From an optimization exercise on the open Yosys and OpenROAD flow, aimed at small area, a short achievable clock period and few clock cycles per item; shortcuts taken in it are not production practice.
In this exercise RTL edits were held to simulation tests only and were not proved equivalent to the original.
Power is estimated from default activity; no workload was simulated. The clock port is modelled as an ideal driver; clocking choices that lean on that would not hold on a real chip.

## flow/design.v (module list and top-level ports; edited modules follow where they fit)
// module output_fifo: 15 lines
// module side_fifo: 36 lines
// module power_tree_a: 731 lines
// module power_tree_b: 194 lines
// module output_ctrl: 97 lines
// module fft_computer: 90 lines
module fft_computer(
input        i_clk,
input        i_rst_n,
input        i_data_valid,
input [31:0] i_data,
output       o_data_ready,
output       o_data_valid,
output [31:0]o_data,
input        i_data_ready
);
  // ...
==> flow/flow/run.sh <==
#!/bin/bash
# The standard layout (standard.sh) at the same clock period, with:
# - timing repair aimed at a setup slack of SETUP_SLACK_MARGIN ns instead of 0,
# - port buffers started as buf_2 (repair may resize them),
# - clock tree synthesis without dummy load cells.
set -euo pipefail
CTS="-sink_clustering_enable -repair_clock_nets -sink_clustering_size 34 -sink_clustering_max_diameter 70 -buf_list sky130_fd_sc_hd__clkbuf_16 -dont_use_dummy_load"
bash standard.sh SETUP_SLACK_MARGIN=7.0 "BUFFER_PORTS_ARGS=-buffer_cell sky130_fd_sc_hd__buf_2" "CTS_ARGS=$CTS" finish > make.log 2>&1
==> flow/standard.sh <==
#!/bin/bash
# synth_recipe.tcl (not shown) runs the flow's synth.tcl, then flattens the netlist and writes it again
# the make line also repeats each setting of config.mk as NAME=value (left out here)
make -C /OpenROAD-flow-scripts/flow DESIGN_CONFIG=/design/flow/config.mk WORK_HOME=/design/flow/orfs CLKGATE_MAP_FILE= SYNTH_SCRIPT=/design/flow/synth_recipe.tcl "${@:-finish}"
==> flow/config.mk <==
export PLATFORM = sky130hd
export DESIGN_NAME = fft_computer
export DESIGN_NICKNAME = fft_computer
export VERILOG_FILES = /design/flow/design.v
export SDC_FILE = /design/flow/constraint.sdc
export NUM_CORES = 4
export LEC_CHECK = 0
export CAP_MARGIN = 20
export CORE_MARGIN = 2
export CORE_UTILIZATION = 65
export CTS_BUF_LIST = sky130_fd_sc_hd__clkbuf_16
export CTS_CLUSTER_DIAMETER = 70
export CTS_CLUSTER_SIZE = 34
export SLEW_MARGIN = 20
export SYNTH_MEMORY_MAX_BITS = 65536
==> flow/constraint.sdc <==
create_clock -name core_clock -period 10.0 [get_ports {i_clk}]
set_input_delay 2.0000 -clock core_clock [delete_from_list [all_inputs] [get_ports {i_clk}]]
set_output_delay 2.0000 -clock core_clock [all_outputs]
set_load 0.01 [all_outputs]
==> results.py, run 1 <==
metrics = {
    "logic_synthesis": {
        "syn_nets": 3660,
        "synth_warnings": 4,
        "yosys_most_used_dff": "dfxtp_1",
        "synth.area.top_cells": "dfxtp_1 (78%), fa_1 (8.5%), edfxtp_1 (2.3%)",
        "yosysMostFrequentCell": "dfxtp_1",
        "synthAdderAreaFrac_pct": 10.7,
        "synth.ff_latch_count": 2073,
        "synth.mux.area_fraction_pct": 0.146,
    },
    "placement": {
        "hpwl_mm": 48.0,
        "place_inst": 4382,
        "post_dp_cell_area_mm2": 0.0538,
    },
    "floorplan": {
        "initial_utilization_pct": 65.9,
        "die_y_um": 287,
        "pin_count": 70,
    },
    "global_route": {
        "grt_use_met1_pct": 29.4,
        "antenna_found_initial": 3,
        "grt_first_pass_wirelength_mm": 138,
    },
    "power_and_ir_drop": {
        "power_mw": 16.0,
        "internal_power_mw": 12.4,
    },
    "critical_path": {
        "cp-startpoint": "x[3]",
        "cp_max_fo": 7,
        "ff2ff_path_depth": 9,
        "cp-endpoint": "m[43]",
        "criticalPathCategory": "reg2reg",
        "slowest_delay_ns": 0.54,
    },
    "cells_and_area": {
        "multiInputGateArea_mm2": 0.00970,
        "inverters": 265,
        "clockBufferCount": 76,
    },
    "timing": {
        "post-route-period-util_pct": 33.2,
        "drv_slew": 0,
        "max_freq_mhz": 302,
    },
    "run_status": {
        "status": "finished clean",
    },
    "clock_tree": {
        "clkSinkCount": 2073,
    },
    "drt": {
        "drtIter0Drc": 1109,
        "dr.pass1.iters": 4,
        "vias": 21802,
    },
}
Testbench counts, summed over its fixed seeds: cycles 8,224, items 4,096.
==> run 2, diff against run 1 <==
--- a/flow/config.mk
+++ b/flow/config.mk
@@ -9,3 +9,3 @@
 export CORE_MARGIN = 2
-export CORE_UTILIZATION = 65
+export CORE_UTILIZATION = 55
 export CTS_BUF_LIST = sky130_fd_sc_hd__clkbuf_16
==> results.py, run 2 <==
metrics = {
    "floorplan": {
        "die_y_um": 312,
        "num_rows": 113,
        "die_area_mm2": 0.0975,
        "pin_count": 70,
        "core_area_mm2": 0.0946,
        "die_w_um": 312,
        "initial_utilization_pct": 55.2,
    },
    "cells_and_area": {
        "drive_above_1_share_pct": 14.6,
        "post-route-util_pct": 61.5,
        "syn2layout_area_growth_pct": 11.4,
        "fin_nets": 3886,
        "layout_common_cells": "dfxtp_1 (1999), inv_1 (213), fa_1 (153)",
        "finalNonFillerCells": 4802,
        "diodes": 0,
        "reg.largest.list": "store.sr x1890, m x71",
        "nFillCells": 7008,
        "top_register": "store.sr",
        "fin_area_mm2": 0.0582,
        "final_common_cell": "dfxtp_1",
        "largest_register_ffs": 1890,
    },
    "global_route": {
        "grt_use_met1_pct": 24.2,
        "globalRouteMet3Util_pct": 3.18,
        "antenna_found_initial": 4,
        "use_met2_pct": 27.9,
        "grt_max_degree": 35,
        "grt_first_pass_wirelength_mm": 131,
        "gr-usage-all-layers_pct": 17.4,
        "grt_overflow": 0,
        "grt-busiest-layer": "met2",
        "grt_pass1_vias": 23131,
    },
    "critical_path": {
        "crit_buf_inv": 1,
        "cp_slowest_cell": "edfxtp_1",
        "worstPathArrival_ns": 1.34,
        "criticalPathCategory": "reg2out",
        "ff2ff_path_depth": 11,
        "cp_max_fo": 1,
        "cp-end-kind": "output port",
        "worstSetupPathDepth": 1,
        "crit_family": "flip-flops",
        "crit_chain": "buf_2",
        "critPathLaunchType": "flop",
        "slowest_delay_ns": 0.49,
        "cp.required_ns": 8.00,
    },
    "clock_tree": {
        "clk_path_buf_depth": 3,
        "clkSinkCount": 2073,
        "clk_pin_slew_worst_paths_ns": 0.11,
        "cts_hold_buf": 0,
        "worstSkewPairLatency_ns": 0.70,
        "numCtsBuffers": 83,
        "tritoncts": "done",
        "cts_root_buf": "clkbuf_16",
        "htreeDepth": 3,
    },
    "logic_synthesis": {
        "yosys_most_used_dff": "dfxtp_1",
        "synth.area.top_cells": "dfxtp_1 (78%), fa_1 (8.5%), edfxtp_1 (2.3%)",
        "synth_warnings": 4,
        "ys_seq_area_share_pct": 80.2,
        "synth_edf_count": 40,
        "synth.ff_latch_count": 2073,
        "synthArstFlopShare_pct": 0,
        "syn_nets": 3660,
        "synth_top_area_share_pct": 77.9,
        "yosysMostFrequentCell": "dfxtp_1",
        "synth_commonest_cells": "dfxtp_1 (2033), inv_1 (265), fa_1 (223)",
        "syn_avg_cell_area_um2": 15.8,
        "yosysUniqueCellTypes": 54,
        "syn_area_mm2": 0.0522,
        "synthCells": 3313,
        "synth.largest_area_cell": "dfxtp_1",
    },
    "power_and_ir_drop": {
        "pwr_density_cell_mw_per_mm2": 275,
        "ir_drop_v": 0.000211,
        "p_leak_nw": 24.4,
        "power_mw": 16.0,
    },
    "run": {
        "cap_violations": 0,
    },
    "drt": {
        "drtIter0Drc": 978,
        "vias": 21709,
        "drc": 0,
        "dr.pass1.iters": 6,
        "vias_per_cell": 4.52,
        "wl_mm": 81.6,
        "antenna_left": 0,
        "wire_per_inst_um": 17.0,
    },
    "placement": {
        "port_buffers": 69,
        "gp_congestion": 0.808,
        "hpwl_mm": 47.2,
        "post_dp_cell_area_mm2": 0.0541,
        "pre_cts_slack_ns": 6.01,
        "place_inst": 4598,
    },
    "timing": {
        "setup_ws_ns": 6.66,
        "tns_ns": 0,
        "post-route-period-util_pct": 33.4,
        "rsz0062_at_grt": "true",
        "fin_worst_skew_ns": 0.122,
        "final_hold_viol_count": 0,
        "drv_slew": 0,
        "fin_hold_ws_ns": 0.227,
        "slew_headroom_pct": 49.9,
        "worst_pin_slew_ns": 0.751,
        "period_needed_ns": 3.34,
        "finalSetupViolCount": 0,
        "max_freq_mhz": 299,
    },
    "min_path": {
        "min_path_type": "reg2reg",
        "hold_path_depth": 0,
    },
    "run_status": {
        "status": "finished clean",
    },
}
## run 2: area by class of cell
class                           count  area [um^2]  area share [%]
Sequential cell                  2073        42000            72.2
Multi-Input combinational cell    921         9670            16.6
Clock buffer                       83         2080            3.57
Timing Repair Buffer              195         1870            3.22
Tap cell                         1265         1580            2.72
Inverter                          265         1000            1.73
## run 2: report_power, final
group | switching (mW) | internal (mW)
clock | 2.22 | 1.49
sequential | 0.584 | 10.6
combinational | 0.633 | 0.471
## run 2: repair_timing
action / 4_1_cts / 5_1_grt
endpoints found under the setup margin: 114 / 85
pin swaps: 53 / 50
gates cloned: 3 / 0
endpoints found under the hold margin: 0 / 0
resized for setup: 216 / 101
buffers inserted: 105 / 13
## run 2: cell families after synthesis
family,synth area share (%)
buffers and inverters,2.31
multiplexers,0.146
flip-flops,80.2
XOR/XNOR,1.36
AO/OA/AOI/OAI,1.07
AND/OR/NAND/NOR,4.25
adder cells (fa/ha/maj),10.7
## run 2: worst paths after layout
path             startpoint        endpoint  slack [ns]
max reg2reg           x[12]           m[58]        6.71
min reg2reg  store.sr[1749]  store.sr[1779]        0.23
max               out_r[28]      o_data[28]        6.66
min          store.sr[1749]  store.sr[1779]        0.23
## run 2: routing by layer
metal  up-vias  wire [um]
met5         -         12
met4         2       2490
met3       138       3190
met2       320      37300
met1     10796      38600
li1      10453          -
==> run 3, diff against run 2 <==
--- a/flow/config.mk
+++ b/flow/config.mk
@@ -9,3 +9,3 @@
 export CORE_MARGIN = 2
-export CORE_UTILIZATION = 55
+export CORE_UTILIZATION = 60
 export CTS_BUF_LIST = sky130_fd_sc_hd__clkbuf_16
@@ -13,2 +13,3 @@
 export CTS_CLUSTER_SIZE = 34
+export PLACE_DENSITY = 0.72
 export SLEW_MARGIN = 20
==> results.py, run 3 <==
metrics = {
    "run_status": {
        "status": "finished clean",
    },
    "critical_path": {
        "criticalPathCategory": "reg2out",
        "r2r_setup_slack_ns": 6.71,
        "worstSetupPathDepth": 1,
        "r2r_end": "m[41]",
        "crit_chain": "buf_6",
        "cp.required_ns": 8.00,
        "cp-endpoint": "o_data[30]",
        "crit_family": "flip-flops",
        "crit_buf_inv": 1,
        "slowest_delay_ns": 0.52,
        "cp-startpoint": "out_r[30]",
        "timing.rr.start": "x[13]",
        "cp_slowest_cell": "edfxtp_1",
        "cp-end-kind": "output port",
        "cp_max_fo": 1,
        "worstPathArrival_ns": 1.32,
        "critPathLaunchType": "flop",
        "ff2ff_path_depth": 8,
    },
    "cells_and_area": {
        "fin_area_mm2": 0.0577,
        "post-route-util_pct": 66.7,
        "largest_register_ffs": 1890,
        "fin_nets": 3878,
        "syn2layout_area_growth_pct": 10.5,
        "top_register": "store.sr",
        "layout_common_cells": "dfxtp_1 (2001), inv_1 (223), fa_1 (173)",
        "finalNonFillerCells": 4687,
        "drive_above_1_share_pct": 13.4,
        "final_common_cell": "dfxtp_1",
        "reg.largest.list": "store.sr x1890, m x71",
    },
    "logic_synthesis": {
        "synth_commonest_cells": "dfxtp_1 (2033), inv_1 (265), fa_1 (223)",
        "synth_warnings": 4,
        "synthCells": 3313,
        "yosys_most_used_dff": "dfxtp_1",
        "yosysMostFrequentCell": "dfxtp_1",
        "synth.ff_latch_count": 2073,
        "yosysUniqueCellTypes": 54,
        "syn_nets": 3660,
        "synthArstFlopShare_pct": 0,
        "synth.largest_area_cell": "dfxtp_1",
        "synth_top_area_share_pct": 77.9,
        "ys_seq_area_share_pct": 80.2,
        "syn_area_mm2": 0.0522,
        "syn_avg_cell_area_um2": 15.8,
        "synth.area.top_cells": "dfxtp_1 (78%), fa_1 (8.5%), edfxtp_1 (2.3%)",
        "synth_edf_count": 40,
    },
    "timing": {
        "worst_pin_slew_ns": 0.837,
        "rsz0062_at_grt": "true",
        "slew_headroom_pct": 44.1,
        "fin_worst_skew_ns": 0.103,
        "drv_slew": 0,
        "fin_hold_ws_ns": 0.258,
        "post-route-period-util_pct": 33.2,
        "period_needed_ns": 3.32,
        "final_hold_viol_count": 0,
        "max_freq_mhz": 301,
        "tns_ns": 0,
        "finalSetupViolCount": 0,
    },
    "drt": {
        "drtIter0Drc": 1225,
        "vias_per_cell": 4.59,
        "wl_mm": 83.3,
        "dr.pass1.iters": 5,
        "vias": 21496,
        "antenna_left": 0,
        "wire_per_inst_um": 17.8,
        "drc": 0,
    },
    "clock_tree": {
        "numCtsBuffers": 77,
        "clk_path_buf_depth": 3,
        "clkSinkCount": 2073,
        "clk_pin_slew_worst_paths_ns": 0.11,
        "cts_root_buf": "clkbuf_16",
        "worstSkewPairLatency_ns": 0.67,
        "htreeDepth": 3,
        "tritoncts": "done",
    },
    "placement": {
        "port_buffers": 69,
        "place_inst": 4486,
        "hpwl_mm": 47.7,
        "post_dp_cell_area_mm2": 0.0540,
        "gp_congestion": 0.806,
    },
    "global_route": {
        "grt_max_degree": 35,
        "gr-usage-all-layers_pct": 19.0,
        "grt_pass1_vias": 22947,
        "grt_first_pass_wirelength_mm": 131,
        "grt_overflow": 0,
        "antenna_found_initial": 6,
    },
    "floorplan": {
        "die_area_mm2": 0.0894,
        "initial_utilization_pct": 60.4,
        "core_area_mm2": 0.0865,
        "die_w_um": 299,
        "num_rows": 108,
        "die_y_um": 299,
        "pin_count": 70,
    },
    "min_path": {
        "min_path_type": "reg2reg",
        "min-delay-start": "store.sr[1702]",
    },
    "power_and_ir_drop": {
        "ir_drop_v": 0.000229,
        "p_leak_nw": 24.3,
        "pwr_density_cell_mw_per_mm2": 275,
    },
    "run": {
        "cap_violations": 0,
    },
}
==> run 3: changes by cell type in the layout (fill, tap and decap cells not counted), moves of 5 or more <==
cell | before | now
buf_8 | 15 | 3
dfxtp_2 | 14 | 8
inv_1 | 213 | 223
inv_2 | 50 | 40
fa_1 | 153 | 173
fa_2 | 70 | 50
clkbuf_16 | 83 | 78
buf_4 | 61 | 68
==> run 3: stage by stage <==
stage / setup slack (ns) / total power [mW]
floorplan: 6.82 / 11.7
global placement: 6.00 / 12.2
detailed placement: 5.98 / 12.3
CTS: 6.63 / 16.0
global route: 6.63 / 16.6
finish: 6.68 / 15.9
==> run 3: worst min path at each step <==
stage / to / slack, ns / cells after the start
6_report: store.sr[1732] / 0.26 / 0
2_1_floorplan: store.sr[1000] / 0.31 / 0
3_3_place_gp: store.sr[220] / 0.31 / 0
3_5_place_dp: store.sr[1084] / 0.31 / 0
4_1_cts: store.sr[1732] / 0.24 / 0
5_1_grt: store.sr[1732] / 0.24 / 0
==> run 3: metal layers <==
layer | GRT usage [%] | share of wire [%] | wire (um)
met1 | 27.9 | 48 | 40100
met2 | 29.7 | 45 | 37100
met3 | 3.04 | 4.8 | 3970
met4 | 5.49 | 2.6 | 2130
met5 | 0 | 0 | 0
==> run 3: power by group <==
group	switching, mW	total [mW]	internal [mW]
registers	0.641	11.2	10.6
clock network	2.20	3.59	1.40
logic	0.607	1.06	0.450
==> run 3: repair_timing <==
action,CTS,global route
buffers inserted,102,17
hold buffers,0,0
endpoints found under the setup margin,108,80
hold endpoints to repair,0,0
resized for setup,144,95
cloned,1,1
pin swaps,44,47
==> run 3: cell type report <==
| cell class | count | area, um^2 |
|---|---|---|
| sequential | 2073 | 42000 |
| fill | 5891 | 28800 |
| multi-input combinational | 921 | 9600 |
| clock buffer | 77 | 1930 |
| timing repair buffer | 192 | 1730 |
| tap | 1155 | 1450 |
| inverter | 265 | 1010 |
| antenna | 3 | 7.51 |
| timing repair inverter | 1 | 6.26 |
==> run 3: cells by family after synthesis <==
family | after synthesis | synth area share [%]
flops | 2073 | 80.2
simple gates | 437 | 4.25
buf+inv | 319 | 2.31
fa+ha+maj | 311 | 10.7
compound gates | 89 | 1.07
xor+xnor | 79 | 1.36
mux | 5 | 0.146
==> run 4, diff against run 3 <==
--- a/flow/config.mk
+++ b/flow/config.mk
@@ -13,3 +13,2 @@
 export CTS_CLUSTER_SIZE = 34
-export PLACE_DENSITY = 0.72
 export SLEW_MARGIN = 20
==> results.py, run 4 <==
metrics = {
    "power_and_ir_drop": {
        "ir_drop_v": 0.000227,
        "p_leak_nw": 24.2,
        "pwr_density_cell_mw_per_mm2": 274,
        "power_mw": 15.8,
    },
    "drt": {
        "drtIter0Drc": 1093,
        "vias_per_cell": 4.59,
        "vias": 21413,
        "dr.pass1.iters": 5,
        "drc": 0,
        "antenna_left": 0,
        "wire_per_inst_um": 16.8,
        "wl_mm": 78.3,
    },
    "cells_and_area": {
        "top_register": "store.sr",
        "reg.largest.list": "store.sr x1890, m x71",
        "seq_area_mm2": 0.0420,
        "post-route-util_pct": 66.6,
        "final_common_cell": "dfxtp_1",
        "syn2layout_area_growth_pct": 10.4,
        "largest_register_ffs": 1890,
        "multiInputGateArea_mm2": 0.00962,
        "nFillCells": 6016,
        "layout_common_cells": "dfxtp_1 (2001), inv_1 (217), fa_1 (169)",
        "drive_above_1_share_pct": 13.4,
        "diodes": 0,
        "fin_nets": 3864,
    },
    "critical_path": {
        "ff2ff_path_depth": 11,
        "crit_chain": "buf_6",
        "cp-endpoint": "o_data[31]",
        "timing.rr.start": "x[1]",
        "worstPathArrival_ns": 1.31,
        "cp_slowest_cell": "edfxtp_1",
        "crit_family": "flip-flops",
        "cp-end-kind": "output port",
        "cp_max_fo": 1,
        "crit_buf_inv": 1,
        "worstSetupPathDepth": 1,
        "cp.required_ns": 8.00,
        "cp-startpoint": "out_r[31]",
        "critPathLaunchType": "flop",
        "r2r_setup_slack_ns": 6.73,
        "slowest_delay_ns": 0.51,
        "r2r_end": "m[58]",
        "criticalPathCategory": "reg2out",
    },
    "clock_tree": {
        "htreeDepth": 3,
        "tritoncts": "done",
        "worstSkewPairLatency_ns": 0.67,
        "clkSinkCount": 2073,
        "cts_hold_buf": 0,
        "numCtsBuffers": 77,
        "cts_root_buf": "clkbuf_16",
        "clk_pin_slew_worst_paths_ns": 0.11,
        "clk_path_buf_depth": 3,
    },
    "global_route": {
        "grt_max_degree": 38,
        "grt_pass1_vias": 22756,
        "grt_overflow": 0,
        "gr-usage-all-layers_pct": 17.9,
        "grt_first_pass_wirelength_mm": 124,
        "antenna_found_initial": 3,
    },
    "timing": {
        "period_needed_ns": 3.31,
        "worst_pin_slew_ns": 0.827,
        "rsz0062_at_grt": "true",
        "slew_headroom_pct": 44.8,
        "fin_worst_skew_ns": 0.0953,
        "post-route-period-util_pct": 33.1,
        "tns_ns": 0,
        "drv_slew": 0,
        "max_freq_mhz": 302,
        "finalSetupViolCount": 0,
        "final_hold_viol_count": 0,
    },
    "logic_synthesis": {
        "synth_commonest_cells": "dfxtp_1 (2033), inv_1 (265), fa_1 (223)",
        "ys_seq_area_share_pct": 80.2,
        "synth_top_area_share_pct": 77.9,
        "yosys_most_used_dff": "dfxtp_1",
        "synth.largest_area_cell": "dfxtp_1",
        "synth_edf_count": 40,
        "syn_avg_cell_area_um2": 15.8,
        "synth.area.top_cells": "dfxtp_1 (78%), fa_1 (8.5%), edfxtp_1 (2.3%)",
        "yosysMostFrequentCell": "dfxtp_1",
        "syn_nets": 3660,
        "synthArstFlopShare_pct": 0,
        "synth.ff_latch_count": 2073,
        "synthCells": 3313,
        "yosysUniqueCellTypes": 54,
        "synth_warnings": 4,
        "syn_area_mm2": 0.0522,
    },
    "floorplan": {
        "die_w_um": 299,
        "initial_utilization_pct": 60.4,
        "core_area_mm2": 0.0865,
        "num_rows": 108,
        "die_area_mm2": 0.0894,
        "pin_count": 70,
        "die_y_um": 299,
    },
    "placement": {
        "gp_congestion": 0.813,
        "port_buffers": 69,
        "hpwl_mm": 45.6,
    },
    "run_status": {
        "status": "finished clean",
    },
    "min_path": {
        "min_path_type": "reg2reg",
        "hold_path_depth": 0,
    },
    "run": {
        "cap_violations": 0,
    },
}
==> run 4: metal layers <==
layer	track usage, %	wire, um
met5	0	0
met1	25.9	37500
met2	27.3	34100
met4	5.42	2210
met3	3.92	4510
==> run 4: area by class of cell <==
type,instances,area share [%]
clock buffer,77,3.34
inverter,265,1.74
multi-input combinational,921,16.7
sequential,2073,72.8
tap,1155,2.51
timing repair buffer,179,2.87
==> run 4: logic make-up (layout without fill, tap and decap cells) <==
logic type,Yosys count,after routing,share of synthesized area [%]
and+or+nand+nor,437,437,4.25
adders and majority gates,311,311,10.7
DFF,2073,2073,80.2
buffers and inverters,319,521,2.31
AOI/OAI and AO/OA,89,89,1.07
xor gates and xnor gates,79,79,1.36
muxes,5,5,0.146
==> run 4: through the flow <==
stage / setup WS, ns / hold slack [ns] / std cells / instance area [um^2]
finish: 6.69 / 0.280 / 4670 / 57600
global route: 6.63 / 0.280 / 4670 / 57600
CTS: 6.65 / 0.274 / 4646 / 57200
detailed placement: 5.94 / 0.312 / 4488 / 54000
global placement: 5.98 / 0.310 / 4488 / 54000
floorplan: 6.82 / 0.310 / 3313 / 52600
==> run 4: where the power goes <==
part	leakage [nW]	total [mW]	internal (mW)	switching, mW
clock network	0.949	3.56	1.40	2.16
logic	6.02	1.04	0.444	0.595
registers	17.2	11.2	10.6	0.602
==> run 4: worst register-to-register path, stage by stage, from the launching register on <==
cell and delay (ns):
dfxtp_4 0.37, buf_8 0.14, and2_4 0.16, fa_1 0.52, inv_1 0.05, fa_1 0.49, inv_1 0.05, fa_1 0.49
inv_2 0.05, fa_2 0.33, inv_2 0.06, fa_2 0.42
==> run 4: worst min-delay path by stage <==
stage,end,startpoint,slack (ns)
after floorplan,store.sr[1000],store.sr[970],0.31
after global placement,store.sr[907],store.sr[877],0.31
after detailed placement,store.sr[1158],store.sr[1128],0.31
after CTS,store.sr[82],store.sr[52],0.27
after global routing,store.sr[82],store.sr[52],0.28
final,store.sr[82],store.sr[52],0.28
==> run 4: timing repair <==
| action | in CTS | in global routing |
|---|---|---|
| gates resized for setup | 164 | 95 |
| buffers inserted | 78 | 23 |
| pin swaps | 49 | 59 |
| endpoints found under the hold margin | 0 | 0 |
| setup endpoints to repair | 115 | 78 |
| cloned | 3 | 1 |
==> run 5, diff against run 4 <==
--- a/flow/flow/run.sh
+++ b/flow/flow/run.sh
@@ -7,2 +7,2 @@
 CTS="-sink_clustering_enable -repair_clock_nets -sink_clustering_size 34 -sink_clustering_max_diameter 70 -buf_list sky130_fd_sc_hd__clkbuf_16 -dont_use_dummy_load"
-bash standard.sh SETUP_SLACK_MARGIN=7.0 "BUFFER_PORTS_ARGS=-buffer_cell sky130_fd_sc_hd__buf_2" "CTS_ARGS=$CTS" finish > make.log 2>&1
+bash standard.sh SETUP_SLACK_MARGIN=6.85 "BUFFER_PORTS_ARGS=-buffer_cell sky130_fd_sc_hd__buf_2" "CTS_ARGS=$CTS" finish > make.log 2>&1
==> results.py, run 5 <==
metrics = {
    "critical_path": {
        "crit_family": "adder cells",
        "r2r_setup_slack_ns": 6.71,
        "r2r_end": "m[39]",
        "timing.rr.start": "x[13]",
        "slowest_delay_ns": 0.57,
        "ff2ff_path_depth": 9,
        "worstPathArrival_ns": 3.84,
        "crit_buf_inv": 3,
        "cp-end-kind": "flop",
        "cp_slowest_cell": "fa_1",
        "criticalPathCategory": "reg2reg",
        "critPathLaunchType": "flop",
        "crit_chain": "nand2_1 -> fa_1 -> inv_2 -> fa_1 -> inv_2 -> fa_2 -> fa_2 -> inv_2 -> fa_2",
        "cp.required_ns": 10.54,
        "cp_max_fo": 7,
    },
    "cells_and_area": {
        "fin_nets": 3847,
        "reg.largest.list": "store.sr x1890, m x71",
        "drive_above_1_share_pct": 10.8,
        "finalNonFillerCells": 4654,
        "top_register": "store.sr",
        "layout_common_cells": "dfxtp_1 (2002), inv_1 (241), fa_1 (190)",
        "final_common_cell": "dfxtp_1",
        "largest_register_ffs": 1890,
        "syn2layout_area_growth_pct": 9.58,
        "nFillCells": 6085,
    },
    "global_route": {
        "grt_max_degree": 35,
        "gr-usage-all-layers_pct": 18.2,
        "grt_pass1_vias": 22523,
        "antenna_found_initial": 3,
        "grt_overflow": 0,
        "grt_first_pass_wirelength_mm": 126,
    },
    "clock_tree": {
        "numCtsBuffers": 77,
        "clkSinkCount": 2073,
        "cts_root_buf": "clkbuf_16",
        "cts_hold_buf": 0,
        "clk_path_buf_depth": 3,
        "worstSkewPairLatency_ns": 0.64,
        "htreeDepth": 3,
        "clk_pin_slew_worst_paths_ns": 0.12,
        "tritoncts": "done",
    },
    "floorplan": {
        "initial_utilization_pct": 60.4,
        "core_area_mm2": 0.0865,
        "num_rows": 108,
        "pin_count": 70,
        "die_w_um": 299,
        "die_area_mm2": 0.0894,
        "die_y_um": 299,
    },
    "power_and_ir_drop": {
        "ir_drop_v": 0.000224,
        "p_comb_share_pct": 6.4,
        "internal_power_mw": 12.4,
        "switching_share_pct": 21.4,
        "p_leak_nw": 24.1,
        "power.share.clock_pct": 22.7,
        "netSwitchingPower_mw": 3.38,
        "pwr_density_cell_mw_per_mm2": 276,
        "power.share.sequential_pct": 70.9,
    },
    "drt": {
        "vias_per_cell": 4.56,
        "wl_mm": 78.8,
        "antenna_left": 0,
        "drtIter0Drc": 982,
        "drc": 0,
        "dr.pass1.iters": 6,
        "vias": 21212,
        "wire_per_inst_um": 16.9,
    },
    "logic_synthesis": {
        "syn_area_mm2": 0.0522,
        "synth.ff_latch_count": 2073,
        "synth_warnings": 4,
        "synthCells": 3313,
        "yosys_most_used_dff": "dfxtp_1",
        "synthArstFlopShare_pct": 0,
        "syn_nets": 3660,
        "synth.largest_area_cell": "dfxtp_1",
        "yosysMostFrequentCell": "dfxtp_1",
        "synth_top_area_share_pct": 77.9,
        "syn_avg_cell_area_um2": 15.8,
        "synth_edf_count": 40,
        "synth.area.top_cells": "dfxtp_1 (78%), fa_1 (8.5%), edfxtp_1 (2.3%)",
        "ys_seq_area_share_pct": 80.2,
        "synth_commonest_cells": "dfxtp_1 (2033), inv_1 (265), fa_1 (223)",
        "yosysUniqueCellTypes": 54,
    },
    "placement": {
        "port_buffers": 69,
        "hpwl_mm": 46.7,
        "place_inst": 4487,
        "gp_congestion": 0.807,
    },
    "timing": {
        "rsz0062_at_grt": "true",
        "max_freq_mhz": 304,
        "final_hold_viol_count": 0,
        "worst_pin_slew_ns": 0.900,
        "fin_worst_skew_ns": 0.0905,
        "finalSetupViolCount": 0,
        "tns_ns": 0,
        "period_needed_ns": 3.29,
        "slew_headroom_pct": 40.0,
        "drv_slew": 0,
        "post-route-period-util_pct": 32.9,
    },
    "run": {
        "cap_violations": 0,
    },
    "min_path": {
        "hold_path_depth": 0,
        "min-delay-start": "store.sr[1678]",
        "whs_endpoint": "store.sr[1708]",
        "min_path_type": "reg2reg",
    },
    "run_status": {
        "status": "finished clean",
    },
}
## run 5: cell counts after synthesis
Identical to the previous run, type by type.
## run 5: stage by stage
| step | power (mW) | util, % | instance area (um^2) | hold slack [ns] | setup slack, ns |
|---|---|---|---|---|---|
| after global routing | 16.5 | 66.2 | 57200 | 0.238 | 6.64 |
| after global placement | 12.2 | 62.3 | 53900 | 0.310 | 5.91 |
| after floorplan | 11.7 | - | 52500 | 0.310 | 6.82 |
| after CTS | 15.9 | 65.7 | 56800 | 0.236 | 6.65 |
| after detailed placement | 12.3 | 62.3 | 53900 | 0.312 | 5.79 |
| final | 15.8 | 66.2 | 57200 | 0.249 | 6.71 |
## run 5: layer usage
layer | up-vias | track usage [%] | share of wire [%]
li1 | 10393 | - | -
met3 | 127 | 2.65 | 3.7
met2 | 285 | 28.4 | 45
met4 | 0 | 5.55 | 2.6
met1 | 10407 | 26.6 | 49
met5 | - | 0 | 0
## run 5: area by class of cell
cell class	count	area (um^2)	share of cell area, %
antenna	1	2.50	0.00437
clock buffer	77	1930	3.37
inverter	265	1000	1.75
multi-input combinational	921	9390	16.4
sequential	2073	42000	73.4
tap	1155	1450	2.52
timing repair buffer	162	1480	2.58
## run 5: power by group through the flow
| stage | combinational [mW] | sequential [mW] | clock, mW |
|---|---|---|---|
| floorplan | 0.578 | 11.1 | 0 |
| global placement | 0.857 | 11.4 | 0 |
| detailed placement | 0.863 | 11.4 | 0 |
| CTS | 0.988 | 11.2 | 3.69 |
| global route | 1.15 | 11.4 | 3.96 |
| finish | 1.02 | 11.2 | 3.57 |
## run 5: kinds of logic after synthesis
group | after synthesis | share of synthesized area [%]
AOI/OAI and AO/OA | 89 | 1.07
muxes | 5 | 0.146
and+or+nand+nor | 437 | 4.25
xor gates and xnor gates | 79 | 1.36
adders and majority gates | 311 | 10.7
DFF | 2073 | 80.2
buffers and inverters | 319 | 2.31
## run 5: how the worst max path moves through the flow
stage | startpoint | end | slack (ns) | cells past startpoint
after floorplan | x[10] | m[37] | 6.82 | 11
after global placement | i_data_ready | ctrl.rdy | 5.91 | 8
after detailed placement | i_data_ready | ctrl.rdy | 5.79 | 8
after CTS | out_r[25] | o_data[25] | 6.65 | 1
after global routing | x[2] | m[61] | 6.64 | 10
final | x[13] | m[39] | 6.71 | 9
## run 5: worst register-to-register path: cells and delay by family, from the launching register on
kind	cells	cell delay (ns)
DFF	1	0.45
adders and majority gates	5	2.53
buffers and inverters	3	0.14
and+or+nand+nor	1	0.11
## run 5: repair_timing
action | in CTS | in global routing
pin swaps | 19 | 43
buffers inserted | 64 | 20
endpoints found under the setup margin | 102 | 67
gates resized for setup | 101 | 77
gates cloned | 3 | 2
==> run 6, diff against run 5 <==
--- a/flow/flow/run.sh
+++ b/flow/flow/run.sh
@@ -7,2 +7,2 @@
 CTS="-sink_clustering_enable -repair_clock_nets -sink_clustering_size 34 -sink_clustering_max_diameter 70 -buf_list sky130_fd_sc_hd__clkbuf_16 -dont_use_dummy_load"
-bash standard.sh SETUP_SLACK_MARGIN=6.85 "BUFFER_PORTS_ARGS=-buffer_cell sky130_fd_sc_hd__buf_2" "CTS_ARGS=$CTS" finish > make.log 2>&1
+bash standard.sh SETUP_SLACK_MARGIN=7.15 "BUFFER_PORTS_ARGS=-buffer_cell sky130_fd_sc_hd__buf_2" "CTS_ARGS=$CTS" finish > make.log 2>&1
==> results.py, run 6 <==
metrics = {
    "logic_synthesis": {
        "yosysUniqueCellTypes": 54,
        "synth.largest_area_cell": "dfxtp_1",
        "yosys_most_used_dff": "dfxtp_1",
        "synth_edf_count": 40,
        "synth.ff_latch_count": 2073,
        "synth.mux.area_fraction_pct": 0.146,
        "synth.area.top_cells": "dfxtp_1 (78%), fa_1 (8.5%), edfxtp_1 (2.3%)",
        "synth_top_family_by_area": "adder cells",
        "synthArstFlopShare_pct": 0,
        "syn_nets": 3660,
        "synth_top_area_share_pct": 77.9,
        "synth_xor_area_share_pct": 1.36,
        "ys_seq_area_share_pct": 80.2,
        "yosysMostFrequentCell": "dfxtp_1",
        "synthCells": 3313,
        "synth_commonest_cells": "dfxtp_1 (2033), inv_1 (265), fa_1 (223)",
        "syn_area_mm2": 0.0522,
        "synth_warnings": 4,
        "syn_avg_cell_area_um2": 15.8,
        "synthSimpleGateAreaFrac_pct": 4.25,
        "synthAdderAreaFrac_pct": 10.7,
        "synth_compound_area_share_pct": 1.07,
    },
    "global_route": {
        "gr-usage-all-layers_pct": 18.6,
        "grt_use_met1_pct": 26.6,
        "grt-busiest-layer": "met2",
        "grt_pass1_vias": 22446,
        "grt_first_pass_wirelength_mm": 127,
        "antenna_found_initial": 0,
        "grt_max_degree": 48,
        "globalRouteMet3Util_pct": 2.95,
        "grt_overflow": 0,
        "use_met2_pct": 29.3,
    },
    "timing": {
        "post-route-period-util_pct": 33.4,
        "worst_pin_slew_ns": 0.785,
        "drv_slew": 0,
        "fin_hold_ws_ns": 0.256,
        "final_hold_viol_count": 0,
        "fin_worst_skew_ns": 0.127,
        "period_needed_ns": 3.34,
        "slew_headroom_pct": 47.6,
        "rsz0062_at_grt": "true",
        "finalSetupViolCount": 0,
        "max_freq_mhz": 300,
        "tns_ns": 0,
    },
    "clock_tree": {
        "clk_pin_slew_worst_paths_ns": 0.12,
        "clkSinkCount": 2073,
        "clk_path_buf_depth": 3,
        "cts_root_buf": "clkbuf_16",
        "numCtsBuffers": 76,
        "htreeDepth": 3,
        "worstSkewPairLatency_ns": 0.68,
        "tritoncts": "done",
    },
    "placement": {
        "gp_congestion": 0.815,
        "place_inst": 4485,
        "hpwl_mm": 47.3,
        "port_buffers": 69,
    },
    "min_path": {
        "min-delay-start": "store.sr[728]",
        "whs_endpoint": "store.sr[758]",
        "min_path_type": "reg2reg",
        "hold_path_depth": 0,
    },
    "cells_and_area": {
        "top_register": "store.sr",
        "seq_area_mm2": 0.0420,
        "fin_nets": 3862,
        "multiInputGateArea_mm2": 0.00977,
        "reg.largest.list": "store.sr x1890, m x71",
        "largest_register_ffs": 1890,
        "drive_above_1_share_pct": 14.1,
        "nFillCells": 5974,
        "syn2layout_area_growth_pct": 10.6,
        "final_common_cell": "dfxtp_1",
        "layout_common_cells": "dfxtp_1 (1994), inv_1 (218), fa_1 (164)",
        "finalNonFillerCells": 4669,
    },
    "floorplan": {
        "die_area_mm2": 0.0894,
        "num_rows": 108,
        "pin_count": 70,
        "die_y_um": 299,
        "die_w_um": 299,
        "core_area_mm2": 0.0865,
        "initial_utilization_pct": 60.4,
    },
    "drt": {
        "vias": 21249,
        "wire_per_inst_um": 17.3,
        "vias_per_cell": 4.55,
        "wl_mm": 80.6,
        "drtIter0Drc": 998,
        "antenna_left": 0,
        "drc": 0,
        "dr.pass1.iters": 5,
    },
    "critical_path": {
        "cp.required_ns": 10.49,
        "crit_family": "adder cells",
        "r2r_end": "m[58]",
        "criticalPathCategory": "reg2reg",
        "r2r_setup_slack_ns": 6.66,
        "timing.rr.start": "x[3]",
        "cp-startpoint": "x[3]",
        "crit_chain": "buf_12 -> and2_4 -> fa_1 -> inv_1 -> fa_1 -> inv_2 -> fa_1 -> inv_2 -> fa_2 -> inv_2 -> fa_2",
        "crit_buf_inv": 5,
        "slowest_delay_ns": 0.49,
        "cp-end-kind": "flop",
        "cp_slowest_cell": "fa_1",
        "worstPathArrival_ns": 3.82,
        "critPathLaunchType": "flop",
        "ff2ff_path_depth": 11,
        "cp_max_fo": 5,
    },
    "power_and_ir_drop": {
        "power_mw": 15.9,
        "p_leak_nw": 24.1,
        "ir_drop_v": 0.000223,
        "pwr_density_cell_mw_per_mm2": 276,
    },
    "run": {
        "cap_violations": 0,
    },
    "run_status": {
        "status": "finished clean",
    },
}
## run 6: cells by family (layout without fill, tap and decap cells)
| logic type | after synthesis | count (layout) |
|---|---|---|
| buffers and inverters | 319 | 519 |
| flip-flops | 2073 | 2073 |
| multiplexers | 5 | 5 |
| AND/OR/NAND/NOR | 437 | 437 |
| adder cells (fa/ha/maj) | 311 | 311 |
| other | 0 | 1 |
| XOR/XNOR | 79 | 79 |
| AO/OA/AOI/OAI | 89 | 89 |
## run 6: worst reg2reg max path: stages (launching register included)
cell and delay, ns:
dfxtp_4 0.41, buf_12 0.16, and2_4 0.16, fa_1 0.49
inv_1 0.06, fa_1 0.49, inv_2 0.04, fa_1 0.49
inv_2 0.05, fa_2 0.33, inv_2 0.06, fa_2 0.41
## run 6: metrics by stage
stage	util (%)	worst slack, ns	instance area [um^2]
CTS	66.3	6.66	57400
floorplan	-	6.82	52700
global placement	62.5	6.06	54000
finish	66.8	6.66	57700
detailed placement	62.5	6.17	54000
global route	66.8	6.59	57700
## run 6: repair_timing
| item | CTS | global route |
|---|---|---|
| buffers inserted | 91 | 15 |
| pin swaps | 60 | 54 |
| hold buffers | 0 | 0 |
| gates resized for setup | 174 | 66 |
| gates cloned | 1 | 0 |
| endpoints found under the setup margin | 97 | 95 |
## run 6: area by class of cell
class | count | area share, %
diodes | 1 | 0.00433
repair buffers | 178 | 2.80
clock buffers | 76 | 3.29
multi-input cells | 921 | 16.9
flip-flops and latches | 2073 | 72.7
inverters | 265 | 1.73
well taps | 1155 | 2.50
## run 6: worst max-delay path by stage
stage / endpoint / depth (start not counted)
after detailed placement: m[52] / 9
after global placement: m[41] / 7
after global routing: m[58] / 11
after CTS: o_data[16] / 1
final: m[58] / 11
after floorplan: m[37] / 11
## run 6: routing by layer
metal  share of wire [%]  vias up
met5                   0        -
met4                 3.2        0
met3                 3.5      126
met2                  45      299
met1                  48    10423
li1                    -    10401
## run 6: report_power, final
part	internal, mW	switching (mW)	total (mW)
clock network	1.38	2.19	3.57
registers	10.6	0.618	11.2
logic	0.482	0.671	1.15

[afterwards: timing with drivers on the ports]
Ports are ideal in the flow. The routed layouts listed here were re-timed in OpenROAD. Step 1: set_driving_cell puts a clkbuf_16 on i_clk and a buf_2 on each other input, an assumption about the parent block. Step 2 times the ports against the registers' clock, not the clock port: input delays grow and output delays shrink by t, the midpoint of the rising clock arrivals with the driver on. a / b / c = ideal / step 1 / step 2; a / b = the first two.
run | t, ns | slack for setup (ns) | hold slack, ns
run 1 | 0.686 | 6.684 / 6.634 / 6.502 | 0.280 / 0.280 / 0.280
run 2 | 0.703 | 6.657 / 6.591 / 6.468 | 0.227 / 0.227 / 0.227
run 3 | 0.684 | 6.675 / 6.612 / 6.492 | 0.258 / 0.258 / 0.258
run 4 | 0.689 | 6.689 / 6.627 / 6.432 | 0.280 / 0.280 / 0.280
run 5 | 0.681 | 6.707 / 6.679 / 6.307 | 0.249 / 0.249 / 0.249
run 6 | 0.680 | 6.662 / 6.658 / 6.594 | 0.256 / 0.256 / 0.256
After both steps every run listed still meets setup and hold. The setup slack of run 5, which loses most, moves by -0.028 ns with the drivers and by -0.400 ns with both steps.
